Context: an optimization exercise on an open-source flow, tuned for small area and a short achievable clock period. The choices shown serve that exercise and are no tape-out recipe. The RTL was checked by simulation tests, not by an equivalence proof against the original design. Power is estimated from default activity; no workload was simulated.

==> design/flow/design.v <==
module fir_gen (input clk, input reset, input Load_x,
    input signed [7:0] x_in, input signed [7:0] c_in, output signed [7:0] y_out);
reg [7:0] c0, c1, c2;
reg [3:0] xo, xt, xn;
reg [15:0] a2r0;
reg [15:0] a2r1;
reg [16:0] a1r0;
reg [16:0] a1r1;
reg [16:0] a1r2;
reg [2:0] yq;
reg [7:0] yg;
reg [7:0] yp;
wire [8:0] xe = {x_in, 1'b0};
wire [3:0] bo, bt, bn;
genvar gi;
generate for (gi = 0; gi < 4; gi = gi + 1) begin : rec
  assign bo[gi] = xe[2*gi+1] ^ xe[2*gi];
  assign bt[gi] = (xe[2*gi+2] & ~xe[2*gi+1] & ~xe[2*gi]) | (~xe[2*gi+2] & xe[2*gi+1] & xe[2*gi]);
  assign bn[gi] = xe[2*gi+2];
end endgenerate
wire [3:0] xon = Load_x ? bo : xo;
wire [3:0] xtn = Load_x ? bt : xt;
wire [3:0] xnn = Load_x ? bn : xn;
wire p1;
wire p2;
wire p3;
wire p4;
wire p5;
wire p6;
wire p7;
wire p8;
wire p9;
wire p10;
wire p11;
wire p12;
wire p13;
wire p14;
wire p15;
wire p16;
wire p17;
wire p18;
wire p19;
wire p20;
wire p21;
wire p22;
wire p23;
wire p24;
wire p25;
wire p26;
wire p27;
wire p28;
wire p29;
wire p30;
wire p31;
wire p32;
wire p33;
wire p34;
wire p35;
wire p36;
wire s37;
wire c38;
wire s39;
wire c40;
wire s41;
wire c42;
wire s43;
wire c44;
wire s45;
wire c46;
wire s47;
wire c48;
wire s49;
wire c50;
wire s51;
wire c52;
wire s53;
wire c54;
wire s55;
wire c56;
wire s57;
wire c58;
wire s59;
wire c60;
wire s61;
wire c62;
wire s63;
wire c64;
wire s65;
wire c66;
wire s67;
wire c68;
wire s69;
wire c70;
wire s71;
wire c72;
wire s73;
wire c74;
wire s75;
wire c76;
wire s77;
wire c78;
wire s79;
wire c80;
wire p81;
wire p82;
wire p83;
wire p84;
wire p85;
wire p86;
wire p87;
wire p88;
wire p89;
wire p90;
wire p91;
wire p92;
wire p93;
wire p94;
wire p95;
wire p96;
wire p97;
wire p98;
wire p99;
wire p100;
wire p101;
wire p102;
wire p103;
wire p104;
wire p105;
wire p106;
wire p107;
wire p108;
wire p109;
wire p110;
wire p111;
wire p112;
wire p113;
wire p114;
wire p115;
wire p116;
wire s117;
wire c118;
wire s119;
wire c120;
wire s121;
wire c122;
wire s123;
wire c124;
wire s125;
wire c126;
wire s127;
wire c128;
wire s129;
wire c130;
wire s131;
wire c132;
wire s133;
wire c134;
wire s135;
wire c136;
wire s137;
wire c138;
wire s139;
wire c140;
wire s141;
wire c142;
wire s143;
wire c144;
wire s145;
wire c146;
wire s147;
wire c148;
wire s149;
wire c150;
wire s151;
wire c152;
wire s153;
wire c154;
wire s155;
wire c156;
wire s157;
wire c158;
wire s159;
wire c160;
wire s161;
wire c162;
wire s163;
wire c164;
wire s165;
wire c166;
wire s167;
wire c168;
wire s169;
wire c170;
wire s171;
wire c172;
wire s173;
wire c174;
wire s175;
wire c176;
wire s177;
wire c178;
wire s179;
wire c180;
wire s181;
wire c182;
wire s183;
wire c184;
wire s185;
wire c186;
wire s187;
wire c188;
wire s189;
wire c190;
wire s191;
wire c192;
wire p193;
wire p194;
wire p195;
wire p196;
wire p197;
wire p198;
wire p199;
wire p200;
wire p201;
wire p202;
wire p203;
wire p204;
wire p205;
wire p206;
wire p207;
wire p208;
wire p209;
wire p210;
wire p211;
wire p212;
wire p213;
wire p214;
wire p215;
wire p216;
wire p217;
wire p218;
wire p219;
wire p220;
wire p221;
wire p222;
wire p223;
wire p224;
wire p225;
wire p226;
wire p227;
wire p228;
wire s229;
wire c230;
wire s231;
wire c232;
wire s233;
wire c234;
wire s235;
wire c236;
wire s237;
wire c238;
wire s239;
wire c240;
wire s241;
wire c242;
wire s243;
wire c244;
wire s245;
wire c246;
wire s247;
wire c248;
wire s249;
wire c250;
wire s251;
wire c252;
wire s253;
wire c254;
wire s255;
wire c256;
wire s257;
wire c258;
wire s259;
wire c260;
wire s261;
wire c262;
wire s263;
wire c264;
wire s265;
wire c266;
wire s267;
wire c268;
wire s269;
wire c270;
wire s271;
wire c272;
wire s273;
wire c274;
wire s275;
wire c276;
wire s277;
wire c278;
wire s279;
wire c280;
wire s281;
wire c282;
wire s283;
wire c284;
wire s285;
wire c286;
wire s287;
wire c288;
wire s289;
wire c290;
wire s291;
wire c292;
wire s293;
wire c294;
wire s295;
wire c296;
wire s297;
wire c298;
wire s299;
wire c300;
wire s301;
wire c302;
wire s303;
wire c304;
wire s305;
wire c306;
wire s307;
wire c308;
wire s309;
wire c310;
wire s311;
wire c312;
wire s313;
wire c314;
wire s315;
wire c316;
wire s317;
wire c318;
wire s319;
wire c320;
wire g321;
wire o322;
wire g323;
wire g324;
wire o325;
wire g326;
wire g327;
wire o328;
wire g329;
wire g330;
wire o331;
wire g332;
wire g333;
wire o334;
wire g335;
wire g336;
wire o337;
wire g338;
wire g339;
wire o340;
wire g341;
wire g342;
wire o343;
wire g344;
wire g345;
wire o346;
wire g347;
wire g348;
wire o349;
wire g350;
wire g351;
wire o352;
wire g353;
wire g354;
wire o355;
wire g356;
wire g357;
wire o358;
wire g359;
wire s360;
wire c361;
wire s362;
wire c363;
wire s364;
wire c365;
wire s366;
wire c367;
wire s368;
wire c369;
wire s370;
wire c371;
wire s372;
wire c373;
wire g374;
wire o375;
wire g376;
wire g377;
wire o378;
wire g379;
wire g380;
wire o381;
wire g382;
wire g383;
wire o384;
wire g385;
wire g386;
wire o387;
wire g388;
wire g389;
wire o390;
wire g391;
wire g392;
wire o393;
wire g394;
wire g395;
wire o396;
wire g397;
wire g398;
wire o399;
wire g400;
wire g401;
wire o402;
wire g403;
wire g404;
wire o405;
wire g406;
wire x407;
wire x408;
wire x409;
wire x410;
wire x411;
wire x412;
wire n413;
wire n414;
wire o415;
wire x416;
wire o417;
wire x418;
wire o419;
wire x420;
wire o421;
wire x422;
wire o423;
wire x424;
wire o425;
wire x426;
wire o427;
wire n428;
wire g429;
wire o430;
wire g431;
wire g432;
wire o433;
wire g434;
wire o435;
wire g436;
wire g437;
wire o438;
wire g439;
wire g440;
wire o441;
wire g442;
wire g443;
wire o444;
wire g445;
wire g446;
wire o447;
wire g448;
wire g449;
wire o450;
wire g451;
wire g452;
wire o453;
wire g454;
wire g455;
wire o456;
wire g457;
wire g458;
wire o459;
wire g460;
wire x461;
wire g462;
wire o463;
wire x464;
wire g465;
wire o466;
wire x467;
wire g468;
wire o469;
wire x470;
wire g471;
wire o472;
wire x473;
wire g474;
wire o475;
wire x476;
wire g477;
wire o478;
wire x479;
wire g480;
wire o481;
wire x482;
assign p1 = (xo[0] & c2[0]) ^ xn[0];
assign p2 = ((xo[0] & c2[1]) | (xt[0] & c2[0])) ^ xn[0];
assign p3 = ((xo[0] & c2[2]) | (xt[0] & c2[1])) ^ xn[0];
assign p4 = ((xo[0] & c2[3]) | (xt[0] & c2[2])) ^ xn[0];
assign p5 = ((xo[0] & c2[4]) | (xt[0] & c2[3])) ^ xn[0];
assign p6 = ((xo[0] & c2[5]) | (xt[0] & c2[4])) ^ xn[0];
assign p7 = ((xo[0] & c2[6]) | (xt[0] & c2[5])) ^ xn[0];
assign p8 = ((xo[0] & c2[7]) | (xt[0] & c2[6])) ^ xn[0];
assign p9 = ~(((xo[0] & c2[7]) | (xt[0] & c2[7])) ^ xn[0]);
assign p10 = (xo[1] & c2[0]) ^ xn[1];
assign p11 = ((xo[1] & c2[1]) | (xt[1] & c2[0])) ^ xn[1];
assign p12 = ((xo[1] & c2[2]) | (xt[1] & c2[1])) ^ xn[1];
assign p13 = ((xo[1] & c2[3]) | (xt[1] & c2[2])) ^ xn[1];
assign p14 = ((xo[1] & c2[4]) | (xt[1] & c2[3])) ^ xn[1];
assign p15 = ((xo[1] & c2[5]) | (xt[1] & c2[4])) ^ xn[1];
assign p16 = ((xo[1] & c2[6]) | (xt[1] & c2[5])) ^ xn[1];
assign p17 = ((xo[1] & c2[7]) | (xt[1] & c2[6])) ^ xn[1];
assign p18 = ~(((xo[1] & c2[7]) | (xt[1] & c2[7])) ^ xn[1]);
assign p19 = (xo[2] & c2[0]) ^ xn[2];
assign p20 = ((xo[2] & c2[1]) | (xt[2] & c2[0])) ^ xn[2];
assign p21 = ((xo[2] & c2[2]) | (xt[2] & c2[1])) ^ xn[2];
assign p22 = ((xo[2] & c2[3]) | (xt[2] & c2[2])) ^ xn[2];
assign p23 = ((xo[2] & c2[4]) | (xt[2] & c2[3])) ^ xn[2];
assign p24 = ((xo[2] & c2[5]) | (xt[2] & c2[4])) ^ xn[2];
assign p25 = ((xo[2] & c2[6]) | (xt[2] & c2[5])) ^ xn[2];
assign p26 = ((xo[2] & c2[7]) | (xt[2] & c2[6])) ^ xn[2];
assign p27 = ~(((xo[2] & c2[7]) | (xt[2] & c2[7])) ^ xn[2]);
assign p28 = (xo[3] & c2[0]) ^ xn[3];
assign p29 = ((xo[3] & c2[1]) | (xt[3] & c2[0])) ^ xn[3];
assign p30 = ((xo[3] & c2[2]) | (xt[3] & c2[1])) ^ xn[3];
assign p31 = ((xo[3] & c2[3]) | (xt[3] & c2[2])) ^ xn[3];
assign p32 = ((xo[3] & c2[4]) | (xt[3] & c2[3])) ^ xn[3];
assign p33 = ((xo[3] & c2[5]) | (xt[3] & c2[4])) ^ xn[3];
assign p34 = ((xo[3] & c2[6]) | (xt[3] & c2[5])) ^ xn[3];
assign p35 = ((xo[3] & c2[7]) | (xt[3] & c2[6])) ^ xn[3];
assign p36 = ~(((xo[3] & c2[7]) | (xt[3] & c2[7])) ^ xn[3]);
fa_cell us37 (.a(xn[1]), .b(p3), .c(p10), .s(s37), .co(c38));
fa_cell us39 (.a(xn[2]), .b(p5), .c(p12), .s(s39), .co(c40));
fa_cell us41 (.a(p6), .b(p13), .c(p20), .s(s41), .co(c42));
fa_cell us43 (.a(xn[3]), .b(p7), .c(p14), .s(s43), .co(c44));
fa_cell us45 (.a(p8), .b(p15), .c(p22), .s(s45), .co(c46));
assign s47 = ~(p9 ^ p16);
assign c48 = p9 | p16;
fa_cell us49 (.a(p17), .b(p24), .c(p31), .s(s49), .co(c50));
fa_cell us51 (.a(p18), .b(p25), .c(p32), .s(s51), .co(c52));
fa_cell us53 (.a(p4), .b(p11), .c(c38), .s(s53), .co(c54));
fa_cell us55 (.a(p21), .b(p28), .c(c42), .s(s55), .co(c56));
fa_cell us57 (.a(p29), .b(c44), .c(s45), .s(s57), .co(c58));
fa_cell us59 (.a(p23), .b(p30), .c(s47), .s(s59), .co(c60));
fa_cell us61 (.a(p26), .b(p33), .c(c52), .s(s61), .co(c62));
fa_cell us63 (.a(xn[0]), .b(p1), .c(xnn[0]), .s(s63), .co(c64));
fa_cell us65 (.a(p19), .b(s39), .c(xnn[2]), .s(s65), .co(c66));
fa_cell us67 (.a(s43), .b(xnn[3]), .c(s55), .s(s67), .co(c68));
fa_cell us69 (.a(c46), .b(s59), .c(c58), .s(s69), .co(c70));
fa_cell us71 (.a(c48), .b(s49), .c(c60), .s(s71), .co(c72));
fa_cell us73 (.a(p27), .b(p34), .c(c62), .s(s73), .co(c74));
fa_cell us75 (.a(c40), .b(s41), .c(c66), .s(s75), .co(c76));
fa_cell us77 (.a(c56), .b(s57), .c(c68), .s(s77), .co(c78));
fa_cell us79 (.a(c50), .b(s51), .c(c72), .s(s79), .co(c80));
assign p81 = (xo[0] & c1[0]) ^ xn[0];
assign p82 = ((xo[0] & c1[1]) | (xt[0] & c1[0])) ^ xn[0];
assign p83 = ((xo[0] & c1[2]) | (xt[0] & c1[1])) ^ xn[0];
assign p84 = ((xo[0] & c1[3]) | (xt[0] & c1[2])) ^ xn[0];
assign p85 = ((xo[0] & c1[4]) | (xt[0] & c1[3])) ^ xn[0];
assign p86 = ((xo[0] & c1[5]) | (xt[0] & c1[4])) ^ xn[0];
assign p87 = ((xo[0] & c1[6]) | (xt[0] & c1[5])) ^ xn[0];
assign p88 = ((xo[0] & c1[7]) | (xt[0] & c1[6])) ^ xn[0];
assign p89 = ~(((xo[0] & c1[7]) | (xt[0] & c1[7])) ^ xn[0]);
assign p90 = (xo[1] & c1[0]) ^ xn[1];
assign p91 = ((xo[1] & c1[1]) | (xt[1] & c1[0])) ^ xn[1];
assign p92 = ((xo[1] & c1[2]) | (xt[1] & c1[1])) ^ xn[1];
assign p93 = ((xo[1] & c1[3]) | (xt[1] & c1[2])) ^ xn[1];
assign p94 = ((xo[1] & c1[4]) | (xt[1] & c1[3])) ^ xn[1];
assign p95 = ((xo[1] & c1[5]) | (xt[1] & c1[4])) ^ xn[1];
assign p96 = ((xo[1] & c1[6]) | (xt[1] & c1[5])) ^ xn[1];
assign p97 = ((xo[1] & c1[7]) | (xt[1] & c1[6])) ^ xn[1];
assign p98 = ~(((xo[1] & c1[7]) | (xt[1] & c1[7])) ^ xn[1]);
assign p99 = (xo[2] & c1[0]) ^ xn[2];
assign p100 = ((xo[2] & c1[1]) | (xt[2] & c1[0])) ^ xn[2];
assign p101 = ((xo[2] & c1[2]) | (xt[2] & c1[1])) ^ xn[2];
assign p102 = ((xo[2] & c1[3]) | (xt[2] & c1[2])) ^ xn[2];
assign p103 = ((xo[2] & c1[4]) | (xt[2] & c1[3])) ^ xn[2];
assign p104 = ((xo[2] & c1[5]) | (xt[2] & c1[4])) ^ xn[2];
assign p105 = ((xo[2] & c1[6]) | (xt[2] & c1[5])) ^ xn[2];
assign p106 = ((xo[2] & c1[7]) | (xt[2] & c1[6])) ^ xn[2];
assign p107 = ~(((xo[2] & c1[7]) | (xt[2] & c1[7])) ^ xn[2]);
assign p108 = (xo[3] & c1[0]) ^ xn[3];
assign p109 = ((xo[3] & c1[1]) | (xt[3] & c1[0])) ^ xn[3];
assign p110 = ((xo[3] & c1[2]) | (xt[3] & c1[1])) ^ xn[3];
assign p111 = ((xo[3] & c1[3]) | (xt[3] & c1[2])) ^ xn[3];
assign p112 = ((xo[3] & c1[4]) | (xt[3] & c1[3])) ^ xn[3];
assign p113 = ((xo[3] & c1[5]) | (xt[3] & c1[4])) ^ xn[3];
assign p114 = ((xo[3] & c1[6]) | (xt[3] & c1[5])) ^ xn[3];
assign p115 = ((xo[3] & c1[7]) | (xt[3] & c1[6])) ^ xn[3];
assign p116 = ~(((xo[3] & c1[7]) | (xt[3] & c1[7])) ^ xn[3]);
ha_cell us117 (.a(a2r0[6]), .b(a2r1[6]), .s(s117), .co(c118));
fa_cell us119 (.a(a2r0[1]), .b(a2r1[1]), .c(p82), .s(s119), .co(c120));
fa_cell us121 (.a(a2r0[2]), .b(a2r1[2]), .c(p83), .s(s121), .co(c122));
fa_cell us123 (.a(a2r0[3]), .b(p84), .c(p91), .s(s123), .co(c124));
fa_cell us125 (.a(a2r0[4]), .b(a2r1[4]), .c(p85), .s(s125), .co(c126));
fa_cell us127 (.a(a2r0[5]), .b(p86), .c(p93), .s(s127), .co(c128));
fa_cell us129 (.a(s117), .b(p87), .c(p94), .s(s129), .co(c130));
fa_cell us131 (.a(a2r0[7]), .b(c118), .c(p88), .s(s131), .co(c132));
fa_cell us133 (.a(p95), .b(p102), .c(p109), .s(s133), .co(c134));
fa_cell us135 (.a(a2r0[8]), .b(a2r1[8]), .c(p89), .s(s135), .co(c136));
fa_cell us137 (.a(p96), .b(p103), .c(p110), .s(s137), .co(c138));
fa_cell us139 (.a(a2r0[9]), .b(a2r1[9]), .c(p97), .s(s139), .co(c140));
fa_cell us141 (.a(a2r0[10]), .b(p98), .c(p105), .s(s141), .co(c142));
fa_cell us143 (.a(a2r0[11]), .b(a2r1[11]), .c(p106), .s(s143), .co(c144));
fa_cell us145 (.a(a2r0[12]), .b(p107), .c(p114), .s(s145), .co(c146));
fa_cell us147 (.a(a2r0[13]), .b(a2r1[13]), .c(p115), .s(s147), .co(c148));
fa_cell us149 (.a(p90), .b(c120), .c(s121), .s(s149), .co(c150));
fa_cell us151 (.a(p92), .b(p99), .c(c124), .s(s151), .co(c152));
fa_cell us153 (.a(p100), .b(c126), .c(s127), .s(s153), .co(c154));
fa_cell us155 (.a(p101), .b(p108), .c(c128), .s(s155), .co(c156));
fa_cell us157 (.a(c130), .b(s131), .c(s133), .s(s157), .co(c158));
fa_cell us159 (.a(c132), .b(c134), .c(s135), .s(s159), .co(c160));
fa_cell us161 (.a(p104), .b(p111), .c(c136), .s(s161), .co(c162));
fa_cell us163 (.a(p112), .b(c140), .c(s141), .s(s163), .co(c164));
fa_cell us165 (.a(p113), .b(c142), .c(s143), .s(s165), .co(c166));
fa_cell us167 (.a(a2r0[14]), .b(p116), .c(c148), .s(s167), .co(c168));
fa_cell us169 (.a(a2r0[0]), .b(p81), .c(xnn[0]), .s(s169), .co(c170));
fa_cell us171 (.a(c122), .b(s123), .c(c150), .s(s171), .co(c172));
fa_cell us173 (.a(s125), .b(xnn[2]), .c(s151), .s(s173), .co(c174));
fa_cell us175 (.a(s129), .b(xnn[3]), .c(c154), .s(s175), .co(c176));
fa_cell us177 (.a(s137), .b(c158), .c(s159), .s(s177), .co(c178));
fa_cell us179 (.a(c138), .b(s139), .c(c160), .s(s179), .co(c180));
fa_cell us181 (.a(c144), .b(s145), .c(c166), .s(s181), .co(c182));
fa_cell us183 (.a(c152), .b(s153), .c(c174), .s(s183), .co(c184));
fa_cell us185 (.a(c156), .b(s157), .c(c176), .s(s185), .co(c186));
fa_cell us187 (.a(s161), .b(c178), .c(s179), .s(s187), .co(c188));
fa_cell us189 (.a(c162), .b(s163), .c(c180), .s(s189), .co(c190));
fa_cell us191 (.a(c146), .b(s147), .c(c182), .s(s191), .co(c192));
assign p193 = (xo[0] & c0[0]) ^ xn[0];
assign p194 = ((xo[0] & c0[1]) | (xt[0] & c0[0])) ^ xn[0];
assign p195 = ((xo[0] & c0[2]) | (xt[0] & c0[1])) ^ xn[0];
assign p196 = ((xo[0] & c0[3]) | (xt[0] & c0[2])) ^ xn[0];
assign p197 = ((xo[0] & c0[4]) | (xt[0] & c0[3])) ^ xn[0];
assign p198 = ((xo[0] & c0[5]) | (xt[0] & c0[4])) ^ xn[0];
assign p199 = ((xo[0] & c0[6]) | (xt[0] & c0[5])) ^ xn[0];
assign p200 = ((xo[0] & c0[7]) | (xt[0] & c0[6])) ^ xn[0];
assign p201 = ~(((xo[0] & c0[7]) | (xt[0] & c0[7])) ^ xn[0]);
assign p202 = (xo[1] & c0[0]) ^ xn[1];
assign p203 = ((xo[1] & c0[1]) | (xt[1] & c0[0])) ^ xn[1];
assign p204 = ((xo[1] & c0[2]) | (xt[1] & c0[1])) ^ xn[1];
assign p205 = ((xo[1] & c0[3]) | (xt[1] & c0[2])) ^ xn[1];
assign p206 = ((xo[1] & c0[4]) | (xt[1] & c0[3])) ^ xn[1];
assign p207 = ((xo[1] & c0[5]) | (xt[1] & c0[4])) ^ xn[1];
assign p208 = ((xo[1] & c0[6]) | (xt[1] & c0[5])) ^ xn[1];
assign p209 = ((xo[1] & c0[7]) | (xt[1] & c0[6])) ^ xn[1];
assign p210 = ~(((xo[1] & c0[7]) | (xt[1] & c0[7])) ^ xn[1]);
assign p211 = (xo[2] & c0[0]) ^ xn[2];
assign p212 = ((xo[2] & c0[1]) | (xt[2] & c0[0])) ^ xn[2];
assign p213 = ((xo[2] & c0[2]) | (xt[2] & c0[1])) ^ xn[2];
assign p214 = ((xo[2] & c0[3]) | (xt[2] & c0[2])) ^ xn[2];
assign p215 = ((xo[2] & c0[4]) | (xt[2] & c0[3])) ^ xn[2];
assign p216 = ((xo[2] & c0[5]) | (xt[2] & c0[4])) ^ xn[2];
assign p217 = ((xo[2] & c0[6]) | (xt[2] & c0[5])) ^ xn[2];
assign p218 = ((xo[2] & c0[7]) | (xt[2] & c0[6])) ^ xn[2];
assign p219 = ~(((xo[2] & c0[7]) | (xt[2] & c0[7])) ^ xn[2]);
assign p220 = (xo[3] & c0[0]) ^ xn[3];
assign p221 = ((xo[3] & c0[1]) | (xt[3] & c0[0])) ^ xn[3];
assign p222 = ((xo[3] & c0[2]) | (xt[3] & c0[1])) ^ xn[3];
assign p223 = ((xo[3] & c0[3]) | (xt[3] & c0[2])) ^ xn[3];
assign p224 = ((xo[3] & c0[4]) | (xt[3] & c0[3])) ^ xn[3];
assign p225 = ((xo[3] & c0[5]) | (xt[3] & c0[4])) ^ xn[3];
assign p226 = ((xo[3] & c0[6]) | (xt[3] & c0[5])) ^ xn[3];
assign p227 = ((xo[3] & c0[7]) | (xt[3] & c0[6])) ^ xn[3];
assign p228 = ~(((xo[3] & c0[7]) | (xt[3] & c0[7])) ^ xn[3]);
ha_cell us229 (.a(a1r0[6]), .b(a1r1[6]), .s(s229), .co(c230));
ha_cell us231 (.a(a1r0[4]), .b(a1r1[4]), .s(s231), .co(c232));
ha_cell us233 (.a(a1r0[5]), .b(p198), .s(s233), .co(c234));
fa_cell us235 (.a(a1r2[6]), .b(s229), .c(p199), .s(s235), .co(c236));
ha_cell us237 (.a(p206), .b(p213), .s(s237), .co(c238));
fa_cell us239 (.a(a1r0[7]), .b(c230), .c(p200), .s(s239), .co(c240));
fa_cell us241 (.a(p207), .b(p214), .c(p221), .s(s241), .co(c242));
fa_cell us243 (.a(a1r0[8]), .b(a1r1[8]), .c(p201), .s(s243), .co(c244));
fa_cell us245 (.a(p208), .b(p215), .c(p222), .s(s245), .co(c246));
fa_cell us247 (.a(a1r0[9]), .b(p209), .c(p216), .s(s247), .co(c248));
fa_cell us249 (.a(a1r0[10]), .b(a1r1[10]), .c(p210), .s(s249), .co(c250));
fa_cell us251 (.a(a1r0[11]), .b(a1r1[11]), .c(a1r2[11]), .s(s251), .co(c252));
ha_cell us253 (.a(a1r0[2]), .b(a1r1[2]), .s(s253), .co(c254));
ha_cell us255 (.a(a1r0[3]), .b(p196), .s(s255), .co(c256));
fa_cell us257 (.a(s231), .b(p197), .c(p204), .s(s257), .co(c258));
fa_cell us259 (.a(c232), .b(p205), .c(p212), .s(s259), .co(c260));
fa_cell us261 (.a(p220), .b(c234), .c(s237), .s(s261), .co(c262));
fa_cell us263 (.a(c238), .b(c236), .c(s239), .s(s263), .co(c264));
fa_cell us265 (.a(c240), .b(c242), .c(s243), .s(s265), .co(c266));
fa_cell us267 (.a(p223), .b(c244), .c(c246), .s(s267), .co(c268));
fa_cell us269 (.a(p217), .b(p224), .c(c248), .s(s269), .co(c270));
fa_cell us271 (.a(s251), .b(p218), .c(p225), .s(s271), .co(c272));
fa_cell us273 (.a(a1r0[12]), .b(c252), .c(p219), .s(s273), .co(c274));
ha_cell us275 (.a(a1r0[1]), .b(a1r1[1]), .s(s275), .co(c276));
fa_cell us277 (.a(s253), .b(p195), .c(p202), .s(s277), .co(c278));
fa_cell us279 (.a(c254), .b(p203), .c(s255), .s(s279), .co(c280));
fa_cell us281 (.a(p211), .b(c256), .c(s257), .s(s281), .co(c282));
fa_cell us283 (.a(s233), .b(c258), .c(s259), .s(s283), .co(c284));
fa_cell us285 (.a(c260), .b(s235), .c(s261), .s(s285), .co(c286));
fa_cell us287 (.a(s241), .b(c262), .c(s263), .s(s287), .co(c288));
fa_cell us289 (.a(s245), .b(c264), .c(s265), .s(s289), .co(c290));
fa_cell us291 (.a(s247), .b(c266), .c(s267), .s(s291), .co(c292));
fa_cell us293 (.a(s249), .b(c268), .c(s269), .s(s293), .co(c294));
fa_cell us295 (.a(c250), .b(s271), .c(c270), .s(s295), .co(c296));
fa_cell us297 (.a(p226), .b(c272), .c(s273), .s(s297), .co(c298));
fa_cell us299 (.a(a1r0[13]), .b(p227), .c(c274), .s(s299), .co(c300));
fa_cell us301 (.a(a1r0[14]), .b(a1r1[14]), .c(p228), .s(s301), .co(c302));
ha_cell us303 (.a(a1r0[0]), .b(p193), .s(s303), .co(c304));
ha_cell us305 (.a(p194), .b(s275), .s(s305), .co(c306));
ha_cell us307 (.a(c276), .b(s277), .s(s307), .co(c308));
ha_cell us309 (.a(c278), .b(s279), .s(s309), .co(c310));
ha_cell us311 (.a(c280), .b(s281), .s(s311), .co(c312));
ha_cell us313 (.a(c282), .b(s283), .s(s313), .co(c314));
ha_cell us315 (.a(c284), .b(s285), .s(s315), .co(c316));
ha_cell us317 (.a(c286), .b(s287), .s(s317), .co(c318));
ha_cell us319 (.a(c288), .b(s289), .s(s319), .co(c320));
assign g321 = s305 & c304;
assign o322 = c306 | g321;
assign g323 = s305 & s303;
assign g324 = s309 & c308;
assign o325 = c310 | g324;
assign g326 = s309 & s307;
assign g327 = s313 & c312;
assign o328 = c314 | g327;
assign g329 = s313 & s311;
assign g330 = s317 & c316;
assign o331 = c318 | g330;
assign g332 = s317 & s315;
assign g333 = s307 & o322;
assign o334 = c308 | g333;
assign g335 = s307 & g323;
assign g336 = g326 & o322;
assign o337 = o325 | g336;
assign g338 = g326 & g323;
assign g339 = s315 & o328;
assign o340 = c316 | g339;
assign g341 = s315 & g329;
assign g342 = g332 & o328;
assign o343 = o331 | g342;
assign g344 = g332 & g329;
assign g345 = s311 & o337;
assign o346 = c312 | g345;
assign g347 = s311 & g338;
assign g348 = g329 & o337;
assign o349 = o328 | g348;
assign g350 = g329 & g338;
assign g351 = g341 & o337;
assign o352 = o340 | g351;
assign g353 = g341 & g338;
assign g354 = g344 & o337;
assign o355 = o343 | g354;
assign g356 = g344 & g338;
assign g357 = s319 & o355;
assign o358 = c320 | g357;
assign g359 = s319 & g356;
ha_cell us360 (.a(c290), .b(s291), .s(s360), .co(c361));
ha_cell us362 (.a(c292), .b(s293), .s(s362), .co(c363));
ha_cell us364 (.a(c294), .b(s295), .s(s364), .co(c365));
ha_cell us366 (.a(c296), .b(s297), .s(s366), .co(c367));
ha_cell us368 (.a(c298), .b(s299), .s(s368), .co(c369));
ha_cell us370 (.a(c300), .b(s301), .s(s370), .co(c371));
ha_cell us372 (.a(a1r0[15]), .b(c302), .s(s372), .co(c373));
assign g374 = s362 & c361;
assign o375 = c363 | g374;
assign g376 = s362 & s360;
assign g377 = s366 & c365;
assign o378 = c367 | g377;
assign g379 = s366 & s364;
assign g380 = s370 & c369;
assign o381 = c371 | g380;
assign g382 = s370 & s368;
assign g383 = s364 & o375;
assign o384 = c365 | g383;
assign g385 = s364 & g376;
assign g386 = g379 & o375;
assign o387 = o378 | g386;
assign g388 = g379 & g376;
assign g389 = s372 & o381;
assign o390 = c373 | g389;
assign g391 = s372 & g382;
assign g392 = s372 & o381;
assign o393 = c373 | g392;
assign g394 = s372 & g382;
assign g395 = s368 & o387;
assign o396 = c369 | g395;
assign g397 = s368 & g388;
assign g398 = g382 & o387;
assign o399 = o381 | g398;
assign g400 = g382 & g388;
assign g401 = g391 & o387;
assign o402 = o390 | g401;
assign g403 = g391 & g388;
assign g404 = g394 & o387;
assign o405 = o393 | g404;
assign g406 = g394 & g388;
assign x407 = s362 ^ c361;
assign x408 = s364 ^ o375;
assign x409 = s366 ^ o384;
assign x410 = s368 ^ o387;
assign x411 = s370 ^ o396;
assign x412 = s372 ^ o399;
assign n413 = ~o402;
assign n414 = ~s360;
assign o415 = c361 | s360;
assign x416 = s362 ^ o415;
assign o417 = o375 | g376;
assign x418 = s364 ^ o417;
assign o419 = o384 | g385;
assign x420 = s366 ^ o419;
assign o421 = o387 | g388;
assign x422 = s368 ^ o421;
assign o423 = o396 | g397;
assign x424 = s370 ^ o423;
assign o425 = o399 | g400;
assign x426 = s372 ^ o425;
assign o427 = o402 | g403;
assign n428 = ~o427;
assign g429 = s319 & c318;
assign o430 = c320 | g429;
assign g431 = s319 & s317;
assign g432 = yq[2] & yq[0];
assign o433 = yq[1] | g432;
assign g434 = yp[1] & yg[0];
assign o435 = yg[1] | g434;
assign g436 = yp[1] & yp[0];
assign g437 = yp[3] & yg[2];
assign o438 = yg[3] | g437;
assign g439 = yp[3] & yp[2];
assign g440 = yp[5] & yg[4];
assign o441 = yg[5] | g440;
assign g442 = yp[5] & yp[4];
assign g443 = yp[2] & o435;
assign o444 = yg[2] | g443;
assign g445 = yp[2] & g436;
assign g446 = g439 & o435;
assign o447 = o438 | g446;
assign g448 = g439 & g436;
assign g449 = yp[6] & o441;
assign o450 = yg[6] | g449;
assign g451 = yp[6] & g442;
assign g452 = yp[4] & o447;
assign o453 = yg[4] | g452;
assign g454 = yp[4] & g448;
assign g455 = g442 & o447;
assign o456 = o441 | g455;
assign g457 = g442 & g448;
assign g458 = g451 & o447;
assign o459 = o450 | g458;
assign g460 = g451 & g448;
assign x461 = yp[0] ^ o433;
assign g462 = yp[0] & o433;
assign o463 = yg[0] | g462;
assign x464 = yp[1] ^ o463;
assign g465 = g436 & o433;
assign o466 = o435 | g465;
assign x467 = yp[2] ^ o466;
assign g468 = g445 & o433;
assign o469 = o444 | g468;
assign x470 = yp[3] ^ o469;
assign g471 = g448 & o433;
assign o472 = o447 | g471;
assign x473 = yp[4] ^ o472;
assign g474 = g454 & o433;
assign o475 = o453 | g474;
assign x476 = yp[5] ^ o475;
assign g477 = g457 & o433;
assign o478 = o456 | g477;
assign x479 = yp[6] ^ o478;
assign g480 = g460 & o433;
assign o481 = o459 | g480;
assign x482 = yp[7] ^ o481;
always @(posedge clk or posedge reset)
  if (reset) begin
    xo <= 4'd0; xt <= 4'd0; xn <= 4'd0; c0 <= 8'd0; c1 <= 8'd0; c2 <= 8'd0;
    a2r0 <= 16'd22016; a2r1 <= 16'd0; a1r0 <= 17'd43776; a1r1 <= 17'd0; a1r2 <= 17'd0; yq <= 3'd0; yg <= 8'd0; yp <= 8'd0;
  end else begin
    xo <= xon; xt <= xtn; xn <= xnn;
    if (!Load_x) begin c2 <= c_in; c1 <= c2; c0 <= c1; end
    a2r0 <= {1'b0,p36,p35,s73,c80,s79,s71,c78,s77,c76,s75,c54,s53,s37,p2,s63};
    a2r1 <= {1'b0,1'b0,c74,1'b0,s61,1'b0,c70,s69,1'b0,s67,1'b0,s65,1'b0,xnn[1],c64,1'b0};
    a1r0 <= {1'b0,c168,c192,s191,s181,c190,c188,s187,c186,s185,c184,s183,c172,s171,xnn[1],s119,s169};
    a1r1 <= {1'b0,1'b0,s167,1'b0,1'b0,c164,s189,1'b0,s177,1'b0,s155,1'b0,s173,1'b0,s149,c170,1'b0};
    a1r2 <= {1'b0,1'b0,1'b0,1'b0,1'b0,s165,1'b0,1'b0,1'b0,1'b0,s175,1'b0,1'b0,1'b0,1'b0,1'b0,1'b0};
    yq <= {g431,o430,o352};
    yg <= {1'b0,c373,c371,c369,c367,c365,c363,c361};
    yp <= {1'b1,s372,s370,s368,s366,s364,s362,s360};
  end
assign y_out = {x482,x479,x476,x473,x470,x467,x464,x461};
endmodule
module fa_cell (input a, input b, input c, output s, output co);
assign {co, s} = a + b + c;
endmodule
module ha_cell (input a, input b, output s, output co);
assign {co, s} = a + b;
endmodule
==> design/flow/flow/run.sh <==
#!/bin/bash
# Own layout flow: the standard flow (standard.sh), with two changes after synthesis:
#  - the input and output port buffers are buf_1 cells (buffer_ports -buffer_cell)
#  - clock tree synthesis without dummy loads
# Each step's full output goes to its own log file in this folder.
set -euo pipefail
bash standard.sh synth > synth.log 2>&1
export BUFFER_PORTS_ARGS="-buffer_cell sky130_fd_sc_hd__buf_1"
export CTS_ARGS="-sink_clustering_enable -repair_clock_nets -dont_use_dummy_load"
bash standard.sh floorplan > floorplan.log 2>&1
bash standard.sh place > place.log 2>&1
bash standard.sh cts > cts.log 2>&1
bash standard.sh route > route.log 2>&1
bash standard.sh finish > finish.log 2>&1
test -f out/final.def
==> design/flow/standard.sh <==
#!/bin/bash
# synth_recipe.tcl (not shown) runs the flow's synth.tcl, then flattens the netlist and writes it again
# the make line also repeats each setting of config.mk as NAME=value (left out here)
make -C /OpenROAD-flow-scripts/flow DESIGN_CONFIG=/design/flow/config.mk WORK_HOME=/design/flow/orfs CLKGATE_MAP_FILE= SYNTH_SCRIPT=/design/flow/synth_recipe.tcl "${@:-finish}"
==> design/flow/config.mk <==
export PLATFORM = sky130hd
export DESIGN_NAME = fir_gen
export DESIGN_NICKNAME = fir_gen
export VERILOG_FILES = /design/flow/design.v
export SDC_FILE = /design/flow/constraint.sdc
export NUM_CORES = 4
export LEC_CHECK = 0
export CAP_MARGIN = 20
export CORE_MARGIN = 2
export CORE_UTILIZATION = 50
export PLACE_DENSITY = 0.5
export SETUP_SLACK_MARGIN = 2.5
export SLEW_MARGIN = 20
export SYNTH_HIERARCHICAL = 1
export SYNTH_MINIMUM_KEEP_SIZE = 0
export TNS_END_PERCENT = 30
==> design/flow/constraint.sdc <==
create_clock -name core_clock -period 5.5 [get_ports {clk}]
set_input_delay 1.1000 -clock core_clock [delete_from_list [all_inputs] [get_ports {clk}]]
set_output_delay 1.1000 -clock core_clock [all_outputs]
set_load 0.01 [all_outputs]
==> metrics.sh, run 1 <==
GRT_ANTENNA_BEFORE_REPAIR=0
CRIT_CHAIN='buf_4, a22oi_1, xnor2_1, fa_1, fa_1, fa_1, ha_1, and2_1'
SYNTHDOMINANTAREACELLTYPE='sky130_fd_sc_hd__dfrtp_1'
FIRST_PASS_GRT_WIRE_LENGTH_UM=26610
R2R-START='xt[1]'
POSTSYNTH.ASYNCRESETSHARE_PCT=100.0
HOLDCRITSTARTPOINT='a2r0[0]'
CRITICAL_PATH_DEPTH=8
DR.PASS1.ITERS=4
FINAL_ANTENNA_NET_COUNT=0
FLOORPLAN.DIE.WIDTH_UM=125.6
STARTPOINT_TYPE='flip-flop'
GLOBAL_ROUTE.OVERFLOW_TOTAL=0
VIAS_PER_CELL=5.686
POST_PLACE_INSTANCE_AREA_UM2=7497
CRIT_FANOUT=12
WORST-ENDPOINT-REQUIRED_NS=5.73
MAX_CLOCK_FREQ_MHz=335.6
GROUTE.USAGE.OVERALL_PCT=21.56
FINALWORSTSETUPSLACK_NS=2.521
MOSTFREQUENTLAYOUTCELLS='102 x sky130_fd_sc_hd__xnor2_1, 88 x sky130_fd_sc_hd__fa_1, 83 x sky130_fd_sc_hd__a22oi_1'
YOSYS.AREA.TOP_TYPE_SHARE_PCT=31.17
NUMBER_OF_GLOBAL_ROUTE_VIAS_BEFORE_REPAIR=4883
LEAKAGE_nW=3.115
TIMING_HOLD_VIOLATIONS_FINAL=0
SETUP.WORST_PATH.END_CLASS='flip-flop'
OUTCOME='complete, no violations'
CORE_AREA_UM2=14480
DIE_AREA_UM2=15760
SETUP_REPAIR_AFTER_GLOBAL_ROUTING_MISSED_ITS_MARGIN='yes'
WORSTHOLDENDPOINT='a1r0[0]'
CP_SLOWEST_CELL='sky130_fd_sc_hd__fa_1'
WORST_R2R_ENDPOINT='yq[2]'
LAYOUT_WORST_PATH_CYCLE_SHARE_PCT=54.17
WORST_R2R_PATH_DEPTH=8
CTS_SINKS=101
POST_SYNTH_MAIN_AREA_CONTRIBUTORS='sky130_fd_sc_hd__dfrtp_1 31%, sky130_fd_sc_hd__fa_1 24%, sky130_fd_sc_hd__xnor2_1 12%'
CELLPOWERDENSITY_nW_PER_UM2=612.3
ROUTED-VIA-COUNT=4418
CRIT_BUF_INV=1
HOLD_PATH_DEPTH=1
TIMING_WORST_SETUP_PATH_TYPE='flip-flop to flip-flop'
CTS_MADE_BUFFERS=9
SYNTH_NETS=738
DRC=0
NUMBER_OF_MAX_SLEW_VIOLATIONS_IN_THE_FINAL_REPORT=0
POWER.IR.VDD_WORST_mV=0.1881
INSERTEDDIODECOUNT=0
PLACEMENTROWS=44
POST_SYNTH_INSTANCE_AREA_UM2=7387
FINAL.SETUP_SKEW_NS=0.01555
TRITONCTS_CLOCK_TREE='built'
PORTBUFFERS=26
START_UTIL_PCT=51.02
MOST_COMMON_CELL_AFTER_LAYOUT_FILL_AND_TAPS_ASIDE='sky130_fd_sc_hd__xnor2_1'
SYNTHESIS.INSTANCES=605
SYNTHESIS.YOSYS.WARNINGS=7
CTS.HOLD.BUFFERS_ADDED=0
FINAL-SETUP-VIOL-COUNT=0
MAX_STAGE_DELAY_NS=0.53
PRE_CTS_WS_NS=2.074
MIN_PATH_TYPE='flip-flop to flip-flop'
ROUTED_WIRE_LENGTH_PER_INSTANCE_UM=20.68
HPWL_UM=10710
CELL_AT_THE_ROOT_OF_THE_CLOCK_TREE='sky130_fd_sc_hd__clkbuf_16'
DETAIL_ROUTE.WIRELENGTH_UM=16070
SYNTHESIS.AREA_PER_INSTANCE_UM2=12.21
YS_SEQ_ELEMENTS=101
GP_CONGESTION=0.7771
PIN_COUNT=27
CLKLATENCYLATEPIN_NS=0.35
CLK_PIN_SLEW_WORST_PATHS_NS=0.07
SLEW_HEADROOM_PCT=52.78
FINAL.SETUP.TNS_NS=0
YOSYSUNIQUECELLTYPES=37
DIE_Y_UM=125.6
SEQ_AREA_FRAC_SYNTH_PCT=34.37
SYNTH_TOP_FLOP_CELL='sky130_fd_sc_hd__dfrtp_1'
FILLCELLCOUNT=1249
CRITPATHTOPFAMILY='adder cells'
MAX_SLEW.WORST_PIN.SLEW_NS=0.7083
CTS-ROOT-TO-SINK-BUFFERS=2
AREAGROWTHSYNTHTOFINISH_PCT=7.182
DETAIL_ROUTE.ITER0.VIOLATIONS=246
CTS.HTREE.LEVELS=3
CRIT_TOP_CELL='sky130_fd_sc_hd__fa_1'
CRITPATHARRIVALTIME_NS=3.21
SYNTH_EDF_COUNT=0
FINAL_LAYOUT_SIZE_SUFFIX_GT1_SHARE_PCT=16.19
NUM-NETS-FINAL=728
MAXIMUM_NUMBER_OF_PINS_ON_ONE_NET_BEFORE_GLOBAL_ROUTE_REPAIR=55
WORST_SETUP_SLACK_FOR_REGISTER_TO_REGISTER_PATHS_NS=2.52
FINAL_DESIGN_AREA_NO_FILL_UM2=7918
DRV_CAP=0
TIMING.FINAL.CRIT_PERIOD_NS=2.979
==> timing repair <==
item | 4_1_cts | 5_1_grt
resized for setup | 22 | 8
setup endpoints to repair | 29 | 8
pin swaps | 1 | 3
buffers inserted | 5 | 5
==> worst register-to-register path, delay by kind of cell, from the launching register on <==
| kind | cells | cell delay, ns |
|---|---|---|
| AND/OR/NAND/NOR | 1 | 0.16 |
| buffers and inverters | 1 | 0.21 |
| flip-flops | 1 | 0.44 |
| AO/OA/AOI/OAI | 1 | 0.21 |
| XOR/XNOR | 1 | 0.13 |
| adder cells (fa/ha/maj) | 4 | 1.71 |
==> registers in the layout, summed over array words and instances (netlist names) <==
register / count
xt: 4
c1: 8
yp: 8
a2r1: 7
a1r1: 8
xo: 4
xn: 4
yg: 7
c2: 8
a1r0: 15
a1r2: 2
a2r0: 15
yq: 3
c0: 8
==> metrics by stage <==
step	util [%]	hold slack (ns)	power, mW	cells
final	54.68	0.5464	4.848	777
after global routing	54.68	0.5704	5.500	777
after CTS	53.96	0.5523	4.926	771
after detailed placement	51.78	0.5360	4.334	757
after global placement	51.78	0.5308	4.217	757
after floorplan	-	0.5121	3.631	605
==> per-layer routing <==
| layer | part of all wire (%) | wire (um) | track usage, % | vias to the layer above |
|---|---|---|---|---|
| met3 | 4.9 | 786 | 2.739 | 16 |
| met2 | 47 | 7594 | 34.21 | 89 |
| met5 | 0 | 0 | 0 | - |
| li1 | - | - | - | 2021 |
| met1 | 46 | 7429 | 30.79 | 2292 |
| met4 | 1.6 | 261 | 7.778 | 0 |
==> cells by family after synthesis <==
kind of cell | count (synthesis) | synth area share (%)
multiplexers | 30 | 4.573
XOR/XNOR | 115 | 13.63
other | 1 | 0.05076
buffers and inverters | 76 | 4.539
adder cells (fa/ha/maj) | 114 | 28.25
AND/OR/NAND/NOR | 45 | 2.795
AO/OA/AOI/OAI | 123 | 11.79
flip-flops | 101 | 34.37
==> layout make-up <==
cell class / count / area, um2 / area share, %
Sequential cell: 101 / 2569 / 32.44
Inverter: 6 / 26.28 / 0.3319
Clock buffer: 9 / 225.2 / 2.845
Tap cell: 184 / 230.2 / 2.908
Multi-Input combinational cell: 428 / 4551 / 57.47
Timing Repair Buffer: 49 / 316.6 / 3.998
==> Yosys cell counts, types with 2 or more instances <==
library cell	count
sky130_fd_sc_hd__a21o_1	4
sky130_fd_sc_hd__a21oi_1	13
sky130_fd_sc_hd__a22oi_1	84
sky130_fd_sc_hd__a311oi_1	2
sky130_fd_sc_hd__buf_1	8
sky130_fd_sc_hd__buf_2	15
sky130_fd_sc_hd__buf_4	8
sky130_fd_sc_hd__clkbuf_1	38
sky130_fd_sc_hd__dfrtp_1	92
sky130_fd_sc_hd__dfstp_2	9
sky130_fd_sc_hd__fa_1	88
sky130_fd_sc_hd__ha_1	26
sky130_fd_sc_hd__inv_1	6
sky130_fd_sc_hd__mux2_2	30
sky130_fd_sc_hd__nand2_1	17
sky130_fd_sc_hd__nand3b_1	2
sky130_fd_sc_hd__nor2_1	13
sky130_fd_sc_hd__nor3_1	5
sky130_fd_sc_hd__o21ai_0	13
sky130_fd_sc_hd__or4_1	2
sky130_fd_sc_hd__xnor2_1	102
sky130_fd_sc_hd__xor2_1	13
==> worst max path at each step <==
stage	from	endpoint	slack (ns)
after global routing	xt[1]	yq[1]	2.41
after CTS	yp[3]	y_out[7]	2.46
after global placement	xo[1]	yq[2]	2.12
after floorplan	xo[0]	yq[2]	2.46
final	xt[1]	yq[2]	2.52
after detailed placement	xo[1]	yq[2]	2.07
==> Yosys stat by module (local to each module, per instance) <==
| module | flip-flops and latches | area [um2] | copies in the design |
|---|---|---|---|
| fir_gen | 101 | 5325 | 1 |
| fa_cell | 0 | 20.02 | 88 |
| ha_cell | 0 | 12.51 | 24 |
==> where the power goes <==
group	internal, mW	leakage (nW)	switching (mW)
Sequential	1.12	1.17	0.266
Clock	0.289	0.111	0.257
Combinational	1.44	1.83	1.47
Total	2.86	3.12	1.99
==> inputs of run 2 (changes only) <==
--- a/design/flow/config.mk
+++ b/design/flow/config.mk
@@ -8,7 +8,7 @@
 export CAP_MARGIN = 20
 export CORE_MARGIN = 2
 export CORE_UTILIZATION = 50
-export PLACE_DENSITY = 0.5
+export PLACE_DENSITY = 0.8
 export SETUP_SLACK_MARGIN = 2.5
 export SLEW_MARGIN = 20
 export SYNTH_HIERARCHICAL = 1
==> metrics.sh, run 2 <==
OUTCOME='complete, no violations'  # unchanged
VIAS_PER_CELL=6.106  # was 5.686
PORTBUFFERS=26  # unchanged
GLOBAL_ROUTE.OVERFLOW_TOTAL=0  # unchanged
CTS_MADE_BUFFERS=9  # unchanged
WORSTHOLDENDPOINT='a1r0[0]'  # unchanged
GRT_ANTENNA_BEFORE_REPAIR=0  # unchanged
WORST_SETUP_SLACK_FOR_REGISTER_TO_REGISTER_PATHS_NS=2.54  # was 2.52 ns
DIE_Y_UM=125.6  # unchanged
LEAKAGE_nW=3.122  # was 3.115 nW
NUMBER_OF_GLOBAL_ROUTE_VIAS_BEFORE_REPAIR=4990  # was 4883
GROUTE.USAGE.OVERALL_PCT=19.93  # was 21.56%
FINAL-SETUP-VIOL-COUNT=0  # unchanged
FLOORPLAN.DIE.WIDTH_UM=125.6  # unchanged
CELLPOWERDENSITY_nW_PER_UM2=614.7  # was 612.3 nW/um2
MAX_SLEW.WORST_PIN.SLEW_NS=0.9361  # was 0.7083 ns
CELL_AT_THE_ROOT_OF_THE_CLOCK_TREE='sky130_fd_sc_hd__clkbuf_16'  # unchanged
LAYOUT_WORST_PATH_CYCLE_SHARE_PCT=53.75  # was 54.17%
SYNTHESIS.YOSYS.WARNINGS=7  # unchanged
SYNTHDOMINANTAREACELLTYPE='sky130_fd_sc_hd__dfrtp_1'  # unchanged
WORST_R2R_ENDPOINT='a2r0[7]'  # was yq[2]
LARGESTREGISTERS='a1r0 (15), a2r0 (15)'  # unchanged
POST_PLACE_INSTANCE_AREA_UM2=7460  # was 7497 um2
SETUP.WORST_PATH.END_CLASS='flip-flop'  # unchanged
START_UTIL_PCT=51.02  # unchanged
INSERTEDDIODECOUNT=0  # unchanged
CRITPATHARRIVALTIME_NS=3.17  # was 3.21 ns
MAXIMUM_NUMBER_OF_PINS_ON_ONE_NET_BEFORE_GLOBAL_ROUTE_REPAIR=60  # was 55
DIE_AREA_UM2=15760  # unchanged
POST_SYNTH_MAIN_AREA_CONTRIBUTORS='sky130_fd_sc_hd__dfrtp_1 31%, sky130_fd_sc_hd__fa_1 24%, sky130_fd_sc_hd__xnor2_1 12%'  # unchanged
TIMING.FINAL.CRIT_PERIOD_NS=2.956  # was 2.979 ns
HOLD_PATH_DEPTH=1  # unchanged
CTS.HTREE.LEVELS=3  # unchanged
SYNTHESIS.AREA_PER_INSTANCE_UM2=12.21  # unchanged
HPWL_UM=9992  # was 10710 um
CRIT_FANOUT=19  # was 12
DRV_CAP=0  # unchanged
TIMING_WORST_SETUP_PATH_TYPE='flip-flop to flip-flop'  # unchanged
MOST_COMMON_CELL_AFTER_LAYOUT_FILL_AND_TAPS_ASIDE='sky130_fd_sc_hd__xnor2_1'  # unchanged
YOSYSUNIQUECELLTYPES=37  # unchanged
SYNTH_NETS=738  # unchanged
NUM-NETS-FINAL=727  # was 728
SETUP_REPAIR_AFTER_GLOBAL_ROUTING_MISSED_ITS_MARGIN='yes'  # unchanged
NUMBER_OF_MAX_SLEW_VIOLATIONS_IN_THE_FINAL_REPORT=0  # unchanged
STARTPOINT_TYPE='flip-flop'  # unchanged
CLKLATENCYLATEPIN_NS=0.35  # about the same
ROUTED-VIA-COUNT=4738  # was 4418
FINAL.SETUP.TNS_NS=0  # unchanged
DETAIL_ROUTE.ITER0.VIOLATIONS=512  # was 246
PLACEMENTROWS=44  # unchanged
SLEW_HEADROOM_PCT=37.59  # was 52.78%
CTS-ROOT-TO-SINK-BUFFERS=2  # unchanged
FINAL_DESIGN_AREA_NO_FILL_UM2=7945  # was 7918 um2
CORE_AREA_UM2=14480  # unchanged
SYNTH_TOP_FLOP_CELL='sky130_fd_sc_hd__dfrtp_1'  # unchanged
DRC=0  # unchanged
WORST-ENDPOINT-REQUIRED_NS=5.72  # was 5.73 ns
FINAL.SETUP_SKEW_NS=0.01791  # was 0.01555 ns
POWER.IR.VDD_WORST_mV=0.2174  # was 0.1881 mV
MOSTFREQUENTLAYOUTCELLS='102 x sky130_fd_sc_hd__xnor2_1, 88 x sky130_fd_sc_hd__fa_1, 82 x sky130_fd_sc_hd__dfrtp_1'  # was 102 x sky130_fd_sc_hd__xnor2_1, 88 x sky130_fd_sc_hd__fa_1, 83 x sky130_fd_sc_hd__a22oi_1
POST-SYNTH-TOP-COUNT-CELL='sky130_fd_sc_hd__xnor2_1'  # unchanged
CLK_PIN_SLEW_WORST_PATHS_NS=0.07  # about the same
POST_SYNTH_INSTANCE_AREA_UM2=7387  # unchanged
ROUTED_WIRE_LENGTH_PER_INSTANCE_UM=20.47  # was 20.68 um
TRITONCTS_CLOCK_TREE='built'  # unchanged
YS_SEQ_ELEMENTS=101  # unchanged
FINAL_ANTENNA_NET_COUNT=0  # unchanged
POSTSYNTH.ASYNCRESETSHARE_PCT=100.0  # unchanged
SEQ_AREA_FRAC_SYNTH_PCT=34.37  # unchanged
PIN_COUNT=27  # unchanged
CTS_SINKS=101  # unchanged
AREAGROWTHSYNTHTOFINISH_PCT=7.554  # was 7.182%
MIN_PATH_TYPE='flip-flop to flip-flop'  # unchanged
FIRST_PASS_GRT_WIRE_LENGTH_UM=24960  # was 26610 um
FINAL_LAYOUT_SIZE_SUFFIX_GT1_SHARE_PCT=16.22  # was 16.19%
MAX_CLOCK_FREQ_MHz=338.3  # was 335.6 MHz
R2R-START='xn[2]'  # was xt[1]
TIMING_HOLD_VIOLATIONS_FINAL=0  # unchanged
GP_CONGESTION=0.8309  # was 0.7771
FINALWORSTSETUPSLACK_NS=2.544  # was 2.521 ns
SYNTH_COMMONEST_CELLS='102 x sky130_fd_sc_hd__xnor2_1, 92 x sky130_fd_sc_hd__dfrtp_1, 88 x sky130_fd_sc_hd__fa_1'  # unchanged
REPORT.POWER.TOTAL_mW=4.884  # was 4.848 mW
PRE_CTS_WS_NS=1.998  # was 2.074 ns
WORST_R2R_PATH_DEPTH=6  # was 8
DR.PASS1.ITERS=6  # was 4
SYNTH_EDF_COUNT=0  # unchanged
SYNTHESIS.INSTANCES=605  # unchanged
YOSYS.AREA.TOP_TYPE_SHARE_PCT=31.17  # unchanged
DETAIL_ROUTE.WIRELENGTH_UM=15890  # was 16070 um
HOLDCRITSTARTPOINT='a2r0[0]'  # unchanged
==> run 2: timing repair <==
action / CTS / global route
hold buffers: 0 / 0
setup endpoints to repair: 32 / 12
gates resized for setup: 24 / 14
setup buffers: 4 / 11
pin swaps: 0 / 4
==> run 2: metrics by stage <==
step                      cells  utilization [%]  hold slack [ns]
after floorplan             605                -           0.5121
after global placement      752            51.52           0.5311
after detailed placement    752            51.52           0.5492
after CTS                   765            53.72           0.5670
after global routing        776            54.87           0.5795
final                       776            54.87           0.5604
==> run 2: metal layers <==
layer	vias up	GRT usage, %	routed length, um
li1	2016	-	-
met1	2462	25.49	6153
met2	225	35.04	8272
met3	35	3.166	1088
met4	0	6.078	374
met5	-	0	0
==> run 2: final cells by class <==
cell class	instances	area (um2)
repair buffers	48	294.0
well taps	184	230.2
fillers	1174	6534
multi-input cells	428	4596
flip-flops and latches	101	2574
clock buffers	9	225.2
inverters	6	26.28
==> run 2: worst max-delay path by stage <==
stage	slack, ns	from	cells after the start	to
final	2.54	xn[2]	6	a2r0[7]
after global routing	2.47	yq[0]	5	y_out[7]
after CTS	2.45	yp[3]	5	y_out[7]
after detailed placement	2.00	xn[1]	7	yq[2]
after global placement	2.09	xn[1]	7	yq[2]
after floorplan	2.46	xo[0]	9	yq[2]
==> run 2: kinds of logic (layout without fill, tap and decap cells) <==
group,Yosys count,count (layout),synth area share (%)
mux,30,30,4.573
fa+ha+maj,114,114,28.25
compound gates,123,123,11.79
flops,101,101,34.37
other cells,1,1,0.05076
simple gates,45,45,2.795
xor+xnor,115,115,13.63
buf+inv,76,63,4.539
==> run 2: modules after synthesis, one instance, submodules excluded <==
module	flops+latches	times used	cell area, um2	cells
fir_gen	101	1	5325	493
fa_cell	0	88	20.02	1
ha_cell	0	24	12.51	1
==> run 2: worst max-delay path, cell delays in order, from the launching register on <==
cell                      delay, ns
sky130_fd_sc_hd__dfrtp_4       0.66
sky130_fd_sc_hd__buf_4         0.31
sky130_fd_sc_hd__xnor2_1       0.13
sky130_fd_sc_hd__fa_1          0.42
sky130_fd_sc_hd__fa_1          0.47
sky130_fd_sc_hd__fa_1          0.40
sky130_fd_sc_hd__fa_1          0.45
==> run 2: where the power goes <==
part           switching, mW  internal (mW)
Clock                  0.243          0.289
Combinational           1.50           1.46
Sequential             0.270           1.12
==> inputs of run 3 (changes only) <==
--- a/design/flow/config.mk
+++ b/design/flow/config.mk
@@ -8,7 +8,7 @@
 export CAP_MARGIN = 20
 export CORE_MARGIN = 2
 export CORE_UTILIZATION = 50
-export PLACE_DENSITY = 0.8
+export PLACE_DENSITY = 0.9
 export SETUP_SLACK_MARGIN = 2.5
 export SLEW_MARGIN = 20
 export SYNTH_HIERARCHICAL = 1
==> metrics.sh, run 3 <==
OUTCOME='complete, no violations'  # unchanged
POST-SYNTH-TOP-COUNT-CELL='sky130_fd_sc_hd__xnor2_1'  # unchanged
POST_SYNTH_INSTANCE_AREA_UM2=7387  # unchanged
PORTBUFFERS=26  # unchanged
GLOBAL_ROUTE.OVERFLOW_TOTAL=0  # unchanged
SEQ_POWER_SHARE_PCT=28.1  # was 28.5%
DETAIL_ROUTE.ITER0.VIOLATIONS=446  # was 512
LARGESTREGISTERS='a1r0 (15), a2r0 (15)'  # unchanged
DRC=0  # unchanged
SETUP_REPAIR_AFTER_GLOBAL_ROUTING_MISSED_ITS_MARGIN='yes'  # unchanged
TRITONCTS_CLOCK_TREE='built'  # unchanged
FINAL.SETUP_SKEW_NS=0.01469  # was 0.01791 ns
LEAKAGE_nW=3.098  # was 3.122 nW
MAX_SLEW.WORST_PIN.SLEW_NS=0.9095  # was 0.9361 ns
FINAL-SETUP-VIOL-COUNT=0  # unchanged
TIMING.FINAL.CRIT_PERIOD_NS=2.997  # was 2.956 ns
PRE_CTS_WS_NS=2.092  # was 1.998 ns
DIE_Y_UM=125.6  # unchanged
VIAS_PER_CELL=6.332  # was 6.106
FIRST_PASS_GRT_WIRE_LENGTH_UM=26350  # was 24960 um
SWITCHING_SHARE_PCT=41.95  # was 41.18%
POST_SYNTH_MAIN_AREA_CONTRIBUTORS='sky130_fd_sc_hd__dfrtp_1 31%, sky130_fd_sc_hd__fa_1 24%, sky130_fd_sc_hd__xnor2_1 12%'  # unchanged
POSTSYNTH.ASYNCRESETSHARE_PCT=100.0  # unchanged
CORE_AREA_UM2=14480  # unchanged
FLOORPLAN.DIE.WIDTH_UM=125.6  # unchanged
CTS.HOLD.BUFFERS_ADDED=0  # unchanged
GP_CONGESTION=0.8415  # was 0.8309
SYNTHESIS.AREA_PER_INSTANCE_UM2=12.21  # unchanged
SYNTH_COMMONEST_CELLS='102 x sky130_fd_sc_hd__xnor2_1, 92 x sky130_fd_sc_hd__dfrtp_1, 88 x sky130_fd_sc_hd__fa_1'  # unchanged
INSERTEDDIODECOUNT=0  # unchanged
FILLCELLCOUNT=1073  # was 1174
CTS_MADE_BUFFERS=9  # unchanged
SYNTH_EDF_COUNT=0  # unchanged
PLACEMENTROWS=44  # unchanged
CTS_SINKS=101  # unchanged
SEQ_AREA_FRAC_SYNTH_PCT=34.37  # unchanged
TIMING_WORST_SETUP_PATH_TYPE='flip-flop to flip-flop'  # unchanged
GRT_ANTENNA_BEFORE_REPAIR=0  # unchanged
FINAL_DESIGN_AREA_NO_FILL_UM2=7914  # was 7945 um2
CELLPOWERDENSITY_nW_PER_UM2=630.3  # was 614.7 nW/um2
POWER.IR.VDD_WORST_mV=0.2658  # was 0.2174 mV
GROUTE.USAGE.OVERALL_PCT=21.07  # was 19.93%
FINAL_ANTENNA_NET_COUNT=0  # unchanged
SYNTHESIS.INSTANCES=605  # unchanged
CTS-ROOT-TO-SINK-BUFFERS=2  # unchanged
MIN_PATH_TYPE='flip-flop to flip-flop'  # unchanged
POST_PLACE_INSTANCE_AREA_UM2=7452  # was 7460 um2
CLK_PIN_SLEW_WORST_PATHS_NS=0.06  # was 0.07 ns
SYNTHDOMINANTAREACELLTYPE='sky130_fd_sc_hd__dfrtp_1'  # unchanged
FINAL_LAYOUT_SIZE_SUFFIX_GT1_SHARE_PCT=15.76  # was 16.22%
YS_SEQ_ELEMENTS=101  # unchanged
PIN_COUNT=27  # unchanged
LAYOUT_WORST_PATH_CYCLE_SHARE_PCT=54.50  # was 53.75%
NUMBER_OF_GLOBAL_ROUTE_VIAS_BEFORE_REPAIR=5240  # was 4990
R2R-START='c1[4]'  # was xn[2]
MOST_COMMON_CELL_AFTER_LAYOUT_FILL_AND_TAPS_ASIDE='sky130_fd_sc_hd__xnor2_1'  # unchanged
SYNTH_NETS=738  # unchanged
NUMBER_OF_MAX_SLEW_VIOLATIONS_IN_THE_FINAL_REPORT=0  # unchanged
SYNTHESIS.YOSYS.WARNINGS=7  # unchanged
MAXIMUM_NUMBER_OF_PINS_ON_ONE_NET_BEFORE_GLOBAL_ROUTE_REPAIR=71  # was 60
CELL_AT_THE_ROOT_OF_THE_CLOCK_TREE='sky130_fd_sc_hd__clkbuf_16'  # unchanged
WORST-ENDPOINT-REQUIRED_NS=5.78  # was 5.72 ns
ROUTED-VIA-COUNT=4901  # was 4738
SHARE_COMB_OF_TOTAL_POWER_PCT=61.1  # was 60.6%
YOSYS.AREA.TOP_TYPE_SHARE_PCT=31.17  # unchanged
DRV_CAP=0  # unchanged
CRIT_FANOUT=10  # was 19
HOLDCRITSTARTPOINT='a2r0[0]'  # unchanged
STARTPOINT_TYPE='flip-flop'  # unchanged
NUM-NETS-FINAL=725  # was 727
START_UTIL_PCT=51.02  # unchanged
SLEW_HEADROOM_PCT=39.37  # was 37.59%
TOTAL_SWITCHING_POWER_mW=2.093  # was 2.011 mW
YOSYSUNIQUECELLTYPES=37  # unchanged
CLKLATENCYLATEPIN_NS=0.34  # was 0.35 ns
SETUP.WORST_PATH.START='c1[4]'  # was xn[2]
CTS.HTREE.LEVELS=3  # unchanged
MOSTFREQUENTLAYOUTCELLS='102 x sky130_fd_sc_hd__xnor2_1, 88 x sky130_fd_sc_hd__fa_1, 80 x sky130_fd_sc_hd__a22oi_1, 80 x sky130_fd_sc_hd__dfrtp_1, 30 x sky130_fd_sc_hd__mux2_2'  # was 102 x sky130_fd_sc_hd__xnor2_1, 88 x sky130_fd_sc_hd__fa_1, 82 x sky130_fd_sc_hd__dfrtp_1
AREAGROWTHSYNTHTOFINISH_PCT=7.131  # was 7.554%
CRITPATHARRIVALTIME_NS=3.28  # was 3.17 ns
HPWL_UM=10530  # was 9992 um
FINALWORSTSETUPSLACK_NS=2.503  # was 2.544 ns
PWR-SHARE-CLK_PCT=10.8  # was 10.9%
MAX_CLOCK_FREQ_MHz=333.6  # was 338.3 MHz
SYNTH_TOP_FLOP_CELL='sky130_fd_sc_hd__dfrtp_1'  # unchanged
DIE_AREA_UM2=15760  # unchanged
FINAL.SETUP.TNS_NS=0  # unchanged
TIMING_HOLD_VIOLATIONS_FINAL=0  # unchanged
SETUP.WORST_PATH.END_CLASS='flip-flop'  # unchanged
DETAIL_ROUTE.WIRELENGTH_UM=17210  # was 15890 um
DR.PASS1.ITERS=5  # was 6
INTERNAL_POWER_SUMMED_OVER_ALL_CELLS_mW=2.895  # was 2.872 mW
ROUTED_WIRE_LENGTH_PER_INSTANCE_UM=22.23  # was 20.47 um
[run 3: what timing repair did]
item                       4_1_cts  5_1_grt
resized for setup               31        6
hold endpoints to repair         0        0
setup endpoints to repair       27       11
setup buffers                    4       10
pin swaps                        0        1
[run 3: final timing paths]
path                            to  slack (ns)  cells after the start
setup / recovery           a1r0[9]        2.50                      6
hold / removal             a1r0[0]        0.56                      1
setup reg to reg           a1r0[9]        2.50                      6
hold reg to reg            a1r0[0]        0.56                      1
max in group asynchronous    xt[3]        3.21                      3
min in group asynchronous    yg[6]        0.85                      2
[run 3: modules after synthesis (local to each module, per instance)]
module   flops+latches  cells inside  copies in the design
fa_cell              0             1                    88
fir_gen            101           493                     1
ha_cell              0             1                    24
[run 3: cell families (layout without fill, tap and decap cells)]
| family | count (synthesis) | count (layout) | synth area share [%] |
|---|---|---|---|
| compound gates | 123 | 123 | 11.79 |
| xor+xnor | 115 | 115 | 13.63 |
| fa+ha+maj | 114 | 114 | 28.25 |
| buf+inv | 76 | 61 | 4.539 |
| flops | 101 | 101 | 34.37 |
| mux | 30 | 30 | 4.573 |
| other cells | 1 | 1 | 0.05076 |
| simple gates | 45 | 45 | 2.795 |
[run 3: worst max-delay path, stage by stage, from the launching register on]
cell                      delay, ns
sky130_fd_sc_hd__dfrtp_1       0.63
sky130_fd_sc_hd__a22oi_2       0.17
sky130_fd_sc_hd__xnor2_1       0.19
sky130_fd_sc_hd__fa_1          0.50
sky130_fd_sc_hd__fa_1          0.51
sky130_fd_sc_hd__fa_1          0.42
sky130_fd_sc_hd__fa_1          0.51
[run 3: cell type report]
class	count	area [um2]	share of cell area, %
flip-flops and latches	101	2579	32.58
repair buffers	46	304.0	3.842
multi-input cells	428	4549	57.49
well taps	184	230.2	2.909
inverters	6	26.28	0.3320
clock buffers	9	225.2	2.846
[run 3: metal layers]
layer  vias to the layer above  GRT usage (%)  wire length, um
met5                         -              0                0
li1                       2008              -                -
met2                       306          35.93             8865
met1                      2505          25.50             6204
met4                         0          11.31              854
met3                        82          3.808             1281
[run 3: through the flow]
step	util, %	hold WS, ns	total power, mW	cells
after floorplan	-	0.5121	3.631	605
after global placement	51.47	0.5276	4.068	751
after detailed placement	51.47	0.5388	4.363	751
after CTS	53.72	0.5524	4.964	764
after global routing	54.66	0.5725	5.484	774
final	54.66	0.5550	4.988	774
[run 3: power by group through the flow]
stage          clock network (mW)  logic (mW)  registers [mW]
2_1_floorplan                   0        2.38            1.25
3_3_place_gp                    0        2.67            1.39
3_5_place_dp                    0        2.94            1.42
4_1_cts                     0.542        3.01            1.41
5_1_grt                     0.573        3.48            1.43
6_report                    0.537        3.05            1.40

==> static timing again, ports no longer ideal <==
The results above use ideal ports. As a check the final layouts listed here were re-extracted and re-timed, cells and wires unchanged. Step 1, drivers: a clkbuf_16 drives clk and a buf_2 each remaining input, both assumed. Step 2 adds t to the input delays and takes it off the output delays; t is the mean of the earliest and latest rising clock arrival at the registers after step 1. Input paths then give back, and output paths get back, about the clock's delay inside the block. Three values: ideal ports, drivers, drivers and shift; two values: the first two.
run | t (ns) | setup slack, ns | worst setup path at the end
run 1 | 0.386 | 2.521 / 2.509 / 2.494 | input to register
run 2 | 0.382 | 2.544 / 2.505 / 2.177 | input to register
run 3 | 0.377 | 2.503 / 2.493 / 2.396 | input to register
After both steps every run listed still meets setup and hold. The setup slack of run 2, which loses most, moves by -0.039 ns with the drivers and by -0.367 ns with both steps.
